Context: an optimization exercise on an open-source flow, tuned for small area and a short achievable clock period. The choices shown serve that exercise and are no tape-out recipe. At most, simulation tests tie the RTL to the original design; equivalence was not proved. No activity file was given, so power comes from the tool's default toggle rates.

Design float_ops, start of the top module:
module float_ops(
	input         clk,
	input         rst_n,
	input  [31:0] add_a,
	input  [31:0] add_b,
	output [31:0] add_out,
	input  [31:0] mul_a,
	input  [31:0] mul_b,
	output [31:0] mul_out,
	input  [31:0] cmp_a,
	input  [31:0] cmp_b,
	output        cmp_gt,
	output        cmp_eq,
	output        cmp_lt,
	input  [31:0] f2i_in,
	output [31:0] f2i_out,
	input  [31:0] i2f_in,
	output [31:0] i2f_out
);
Size: about 4700 cells after synthesis, about 390 I/O pins.
Settings: LEC_CHECK=0, CAP_MARGIN=20, CORE_MARGIN=2, CORE_UTILIZATION=40, SLEW_MARGIN=20, SYNTH_HIERARCHICAL=1, SYNTH_MINIMUM_KEEP_SIZE=0; clock period 10.0 ns.
standard.sh (not shown) runs the stock make flow with config.mk's settings and CLKGATE_MAP_FILE= SYNTH_SCRIPT=/design/flow/synth_recipe.tcl, a recipe that flattens the netlist after the stock synthesis.
==> flow/flow/run.sh <==
#!/bin/bash
set -euo pipefail
export SETUP_SLACK_MARGIN=6
export BUFFER_PORTS_ARGS="-buffer_cell sky130_fd_sc_hd__buf_1"
bash standard.sh finish > standard_flow.log 2>&1
Next try:
==> flow/run.sh (new file) <==
#!/bin/bash
# synth_recipe.tcl (not shown) runs the flow's synth.tcl, then flattens the netlist and writes it again
# the make line also repeats each setting of config.mk as NAME=value (left out here)
make -C /OpenROAD-flow-scripts/flow DESIGN_CONFIG=/design/flow/config.mk WORK_HOME=/design/flow/orfs CLKGATE_MAP_FILE= SYNTH_SCRIPT=/design/flow/synth_recipe.tcl finish
Settings changed: SYNTH_HIERARCHICAL 1 to not set, SYNTH_MINIMUM_KEEP_SIZE 0 to not set.
removed: flow/flow/run.sh
removed: flow/standard.sh
Effect:
- The changed run finished with timing, DRC and antenna clean
- area after synthesis goes down by about 4%
- via count falls by about 10%
- sequential share of layout area came out higher by 2.0 points
Next try:
Settings changed: SETUP_SLACK_MARGIN set to 5, SYNTH_HIERARCHICAL set to 1, SYNTH_MINIMUM_KEEP_SIZE set to 0.
- The changed run ran to the end with no violations
- power increases by 9.1%
- clock skew decreases by 0.014 ns
- synthesized cell count increases by 4.6%
- sequential share of layout area decreases by 0.93 points

---

== job 2070 ==
Another version of the RTL of float_ops (not shown whole).
Size in the first run: about 4100 cells after synthesis.
// float_ops
module float_ops(
	input         clk,
	input         rst_n,
	input  [31:0] add_a,
	input  [31:0] add_b,
	output [31:0] add_out,
	input  [31:0] mul_a,
	input  [31:0] mul_b,
	output [31:0] mul_out,
	input  [31:0] cmp_a,
	input  [31:0] cmp_b,
	output        cmp_gt,
	output        cmp_eq,
	output        cmp_lt,
	input  [31:0] f2i_in,
	output [31:0] f2i_out,
	input  [31:0] i2f_in,
	output [31:0] i2f_out
);
export LEC_CHECK = 0
export CAP_MARGIN = 20
export CORE_MARGIN = 2
export CORE_UTILIZATION = 40
export CTS_CLUSTER_DIAMETER = 150
export CTS_CLUSTER_SIZE = 24
export GPL_ROUTABILITY_DRIVEN = 0
export SLEW_MARGIN = 20
export SYNTH_HIERARCHICAL = 1
export SYNTH_MINIMUM_KEEP_SIZE = 0
create_clock -name core_clock -period 10.0 [get_ports {clk}]
==> flow/flow/run.sh <==
#!/bin/bash
set -euo pipefail
export BUFFER_PORTS_ARGS="-buffer_cell sky130_fd_sc_hd__buf_1"
export SETUP_SLACK_MARGIN=5.5
bash standard.sh finish > standard_flow.log 2>&1
Every stage of the flow completed for job 2070, and the final layout passed the timing, design-rule and antenna checks.
Input changes introduced in job 8551 (baseline for comparison: job 2070):
--- a/flow/config.mk
+++ b/flow/config.mk
@@ -6,4 +6,5 @@
 export NUM_CORES = 4
 export LEC_CHECK = 0
+export ABC_AREA = 1
 export CAP_MARGIN = 20
 export CORE_MARGIN = 2
@@ -11,5 +12,4 @@
 export CTS_CLUSTER_DIAMETER = 150
 export CTS_CLUSTER_SIZE = 24
-export GPL_ROUTABILITY_DRIVEN = 0
 export SLEW_MARGIN = 20
 export SYNTH_HIERARCHICAL = 1
--- outcome ---
- Met2 wire length: job 8551 vs job 2070, no meaningful difference
- Comparing job 8551 and job 2070, the higher via count was measured on job 8551.
- Taking job 2070 as the reference, in job 8551 multi-input combinational gate total grew by about 22%; combinational fraction of design power now sits lower; worst path buffer plus inverter count has increased; overall power consumption shows a reduction of about 2.7%; basic-gate share of the synthesized area counting and, or, nand and nor cells moved up.
- Compared with job 2070, in job 8551 initial core utilization went up, highest achievable clock rate down 0.72%, hold violation count in the final report about even.
- Source of the critical timing path: f2i_in[23] -> job 2070, u_mul.fa0[7] -> job 8551
> inputs changed (job 8551 -> job 470)
--- a/flow/config.mk
+++ b/flow/config.mk
@@ -6,5 +6,4 @@
 export NUM_CORES = 4
 export LEC_CHECK = 0
-export ABC_AREA = 1
 export CAP_MARGIN = 20
 export CORE_MARGIN = 2
@@ -12,4 +11,5 @@
 export CTS_CLUSTER_DIAMETER = 150
 export CTS_CLUSTER_SIZE = 24
+export PLACE_DENSITY = 0.75
 export SLEW_MARGIN = 20
 export SYNTH_HIERARCHICAL = 1
Results
Looking at beginning of the critical path, the f2i_in[24] result is from job 470; the u_mul.fa0[7] one comes from job 8551.
Per the comparison of job 470 with job 8551, starting density of the core decreased 0.22 points; antenna violation net count after detailed routing essentially unchanged; number of distinct standard cells referenced by the synthesized netlist increased 55.
[job 470] power per cell area rose 10 nW/um2 relative to job 8551

---

float_ops, a different RTL version from the one above (not shown whole).
Size in the first run: ~4100 cells after synthesis, roughly 390 I/O pins, roughly 0.036 sq mm of cells after synthesis.
==> flow/config.mk <==
export PLATFORM = sky130hd
export DESIGN_NAME = float_ops
export DESIGN_NICKNAME = float_ops
export VERILOG_FILES = /design/flow/design.v
export SDC_FILE = /design/flow/constraint.sdc
export NUM_CORES = 4
export LEC_CHECK = 0
export CAP_MARGIN = 20
export CORE_MARGIN = 2
export CORE_UTILIZATION = 40
export CTS_CLUSTER_DIAMETER = 150
export CTS_CLUSTER_SIZE = 24
export SLEW_MARGIN = 20
export SYNTH_HIERARCHICAL = 1
export SYNTH_MINIMUM_KEEP_SIZE = 0
==> flow/constraint.sdc <==
create_clock -name core_clock -period 10.0 [get_ports {clk}]
set_input_delay 2.0000 -clock core_clock [delete_from_list [all_inputs] [get_ports {clk}]]
set_output_delay 2.0000 -clock core_clock [all_outputs]
set_load 0.01 [all_outputs]
Scripts as last shown in full above: flow/flow/run.sh
The starting point finished clean.
Next try:
CTS_CLUSTER_DIAMETER = not set   (was 150)
CTS_CLUSTER_SIZE = not set   (was 24)
Worst hold slack is worse by 0.011 ns.
Register-to-register slack gets better by 0.02 ns.
Wire length shrinks by about 0.4%.
Final cell count grows by 0.78%.
Next try:
==> flow/flow/run.sh (replaced) <==
#!/bin/bash
set -euo pipefail
export BUFFER_PORTS_ARGS="-buffer_cell sky130_fd_sc_hd__buf_1"
export SETUP_SLACK_MARGIN=6
bash standard.sh finish > standard_flow.log 2>&1
What happened: Sequential cell count is unchanged; worst hold slack gains 0.0033 ns; cell count goes up by 1.4%; core utilization increases by 2.2 points; sequential power grows by about 3%; routed wire length went up by 5.2%; first-iteration DRC count came out lower by 1.7%; power went up by 5.7%; via count rises by 1.9%; worst setup slack degrades by 0.064 ns; non-clock buffer count came out higher by 66.

---

RTL: one of the versions met above, not the one the previous note started from.
Size in the first run: about 380 flip-flops, about 37000 um2 of cells after synthesis.
clock: 10.0 ns
lec_check: 0
cap_margin: 20
core_margin: 2
core_utilization: 40
cts_cluster_diameter: 150
cts_cluster_size: 24
slew_margin: 20
synth_hierarchical: 1
synth_minimum_keep_size: 0
==> flow/flow/run.sh <==
#!/bin/bash
set -euo pipefail
export BUFFER_PORTS_ARGS="-buffer_cell sky130_fd_sc_hd__buf_1"
export SETUP_SLACK_MARGIN=5.5
bash standard.sh finish > standard_flow.log 2>&1
Then changed:
--- a/flow/flow/run.sh
+++ b/flow/flow/run.sh
@@ -4 +4 @@
-export SETUP_SLACK_MARGIN=5.5
+export SETUP_SLACK_MARGIN=5.75
Outcome: Maximum frequency rose by about 4%; register-to-register slack improved by 0.18 ns; final area climbs by about 5%; via count came out higher by 2.8%; power is higher by 4.7%; clock power went down by 5.7%; die area is unchanged.
Then changed:
--- a/flow/config.mk
+++ b/flow/config.mk
@@ -7,0 +8 @@
+export ABC_AREA = 1
Fmax decreases by 1.6%.
Clock-buffer cell count rose by 1.
Routed wire length decreases by 1.9%.
Setup slack degrades by 0.068 ns.
Via count went up by 8.3%.
Non-clock buffer count drops by 45.

---

main:
Another version of the RTL of float_ops (not shown whole).
Size in the first run: about 4000 cells after synthesis, ~370 flip-flops, about 0.036 sq mm of cells after synthesis.
clock: 10.0 ns
lec_check: 0
cap_margin: 20
core_margin: 2
core_utilization: 40
cts_buf_list: sky130_fd_sc_hd__clkbuf_4 sky130_fd_sc_hd__clkbuf_8
cts_cluster_size: 20
setup_slack_margin: 5
slew_margin: 20
synth_hierarchical: 1
synth_minimum_keep_size: 0
==> flow/flow/run.sh <==
#!/bin/bash
# Own layout flow: the standard flow (standard synthesis unchanged), with
# the ports buffered by the smallest plain buffer instead of the default
# delay-cell buffer; timing repair upsizes it where a path needs it.
set -euo pipefail
export BUFFER_PORTS_ARGS="-buffer_cell sky130_fd_sc_hd__buf_1"
bash standard.sh finish > standard_flow.log 2>&1
Input changes introduced in the feature branch (baseline for comparison: main):
==> flow/flow/run.sh <==
#!/bin/bash
set -euo pipefail
export BUFFER_PORTS_ARGS="-buffer_cell sky130_fd_sc_hd__buf_1"
export SETUP_SLACK_MARGIN=5.5
bash standard.sh finish > standard_flow.log 2>&1
diff --git a/flow/config.mk b/flow/config.mk
--- a/flow/config.mk
+++ b/flow/config.mk
@@ -9,7 +9,4 @@
 export CORE_MARGIN = 2
 export CORE_UTILIZATION = 40
-export CTS_BUF_LIST = sky130_fd_sc_hd__clkbuf_4 sky130_fd_sc_hd__clkbuf_8
-export CTS_CLUSTER_SIZE = 20
-export SETUP_SLACK_MARGIN = 5
 export SLEW_MARGIN = 20
 export SYNTH_HIERARCHICAL = 1
Findings:
- Changes observed in the feature branch relative to main: number of slew-limit violations in the final report did not really move, maximum clock rate higher, final HPWL from detailed placement fell by 0.47%, synthesis-to-finish area growth shows an increase of 4.3 points.
- Route | the feature branch vs main | wire longer in the feature branch
- The feature branch vs main on share of power burned in the clock network: the feature branch is the higher one.
- Run comparison: the feature branch source of the critical timing path u_mul.neg[4]; main source of the critical timing path u_mul.two[6]
- All of main and the feature branch finish clean.
- Taking main as the reference, in the feature branch worst path arrival time fell by 0.33 ns; power dissipated by switching net loads saw an increase; sequential cell fraction of total power now smaller; ratio of final minimum period to clock period moved down.
No functional check of the RTL was part of any run of this note.

port drivers added, routing unchanged:
The results above use ideal ports. As a check the final layouts listed here were re-extracted and re-timed, cells and wires unchanged.
Step 1 (the two cells are an assumption about what drives the block):
set clk [get_ports {clk}]
set_driving_cell -lib_cell sky130_fd_sc_hd__clkbuf_16 $clk
set_driving_cell -lib_cell sky130_fd_sc_hd__buf_2 [delete_from_list [all_inputs] $clk]
Step 2 adds t to the input delays and takes it off the output delays; t is the mean of the earliest and latest rising clock arrival at the registers after step 1. Input paths then give back, and output paths get back, about the clock's delay inside the block.
Slacks: ideal ports / drivers / drivers and shift; pairs: ideal ports / drivers.
| run | t, ns | setup slack, ns | hold slack, ns |
|---|---|---|---|
| the first run of note 1 | 0.692 | 5.461 / 5.455 / 4.763 | 0.325 / 0.325 / 0.325 |
| the second run of note 1 | 0.699 | 2.996 / 3.036 / 2.337 | 0.327 / 0.327 / 0.327 |
| the third run of note 1 | 0.698 | 5.048 / 5.090 / 4.391 | 0.325 / 0.325 / 0.325 |
| job 2070 | 0.643 | 5.585 / 5.576 / 4.992 | 0.332 / 0.332 / 0.332 |
| job 8551 | 0.651 | 5.553 / 5.553 / 5.211 | 0.333 / 0.333 / 0.333 |
| job 470 | 0.633 | 5.572 / 5.601 / 4.982 | 0.324 / 0.324 / 0.324 |
| the first run of note 3 | 0.627 | 5.539 / 5.539 / 5.030 | 0.333 / 0.333 / 0.333 |
| the second run of note 3 | 0.669 | 5.558 / 5.545 / 4.954 | 0.322 / 0.322 / 0.322 |
| the third run of note 3 | 0.659 | 5.494 / 5.494 / 5.358 | 0.326 / 0.326 / 0.326 |
| the first run of note 4 | 0.638 | 5.632 / 5.565 / 5.040 | 0.325 / 0.325 / 0.325 |
| the second run of note 4 | 0.613 | 5.797 / 5.751 / 5.137 | 0.333 / 0.333 / 0.333 |
| the third run of note 4 | 0.651 | 5.729 / 5.729 / 5.389 | 0.333 / 0.333 / 0.333 |
| main | 0.748 | 5.180 / 5.180 / 4.692 | 0.312 / 0.312 / 0.312 |
| the feature branch | 0.672 | 5.442 / 5.442 / 4.938 | 0.318 / 0.318 / 0.318 |
After both steps setup and hold are still met in every run listed. For the first run of note 1, which loses most, drivers alone change the setup slack by -0.006 ns; drivers and shift together by -0.698 ns.
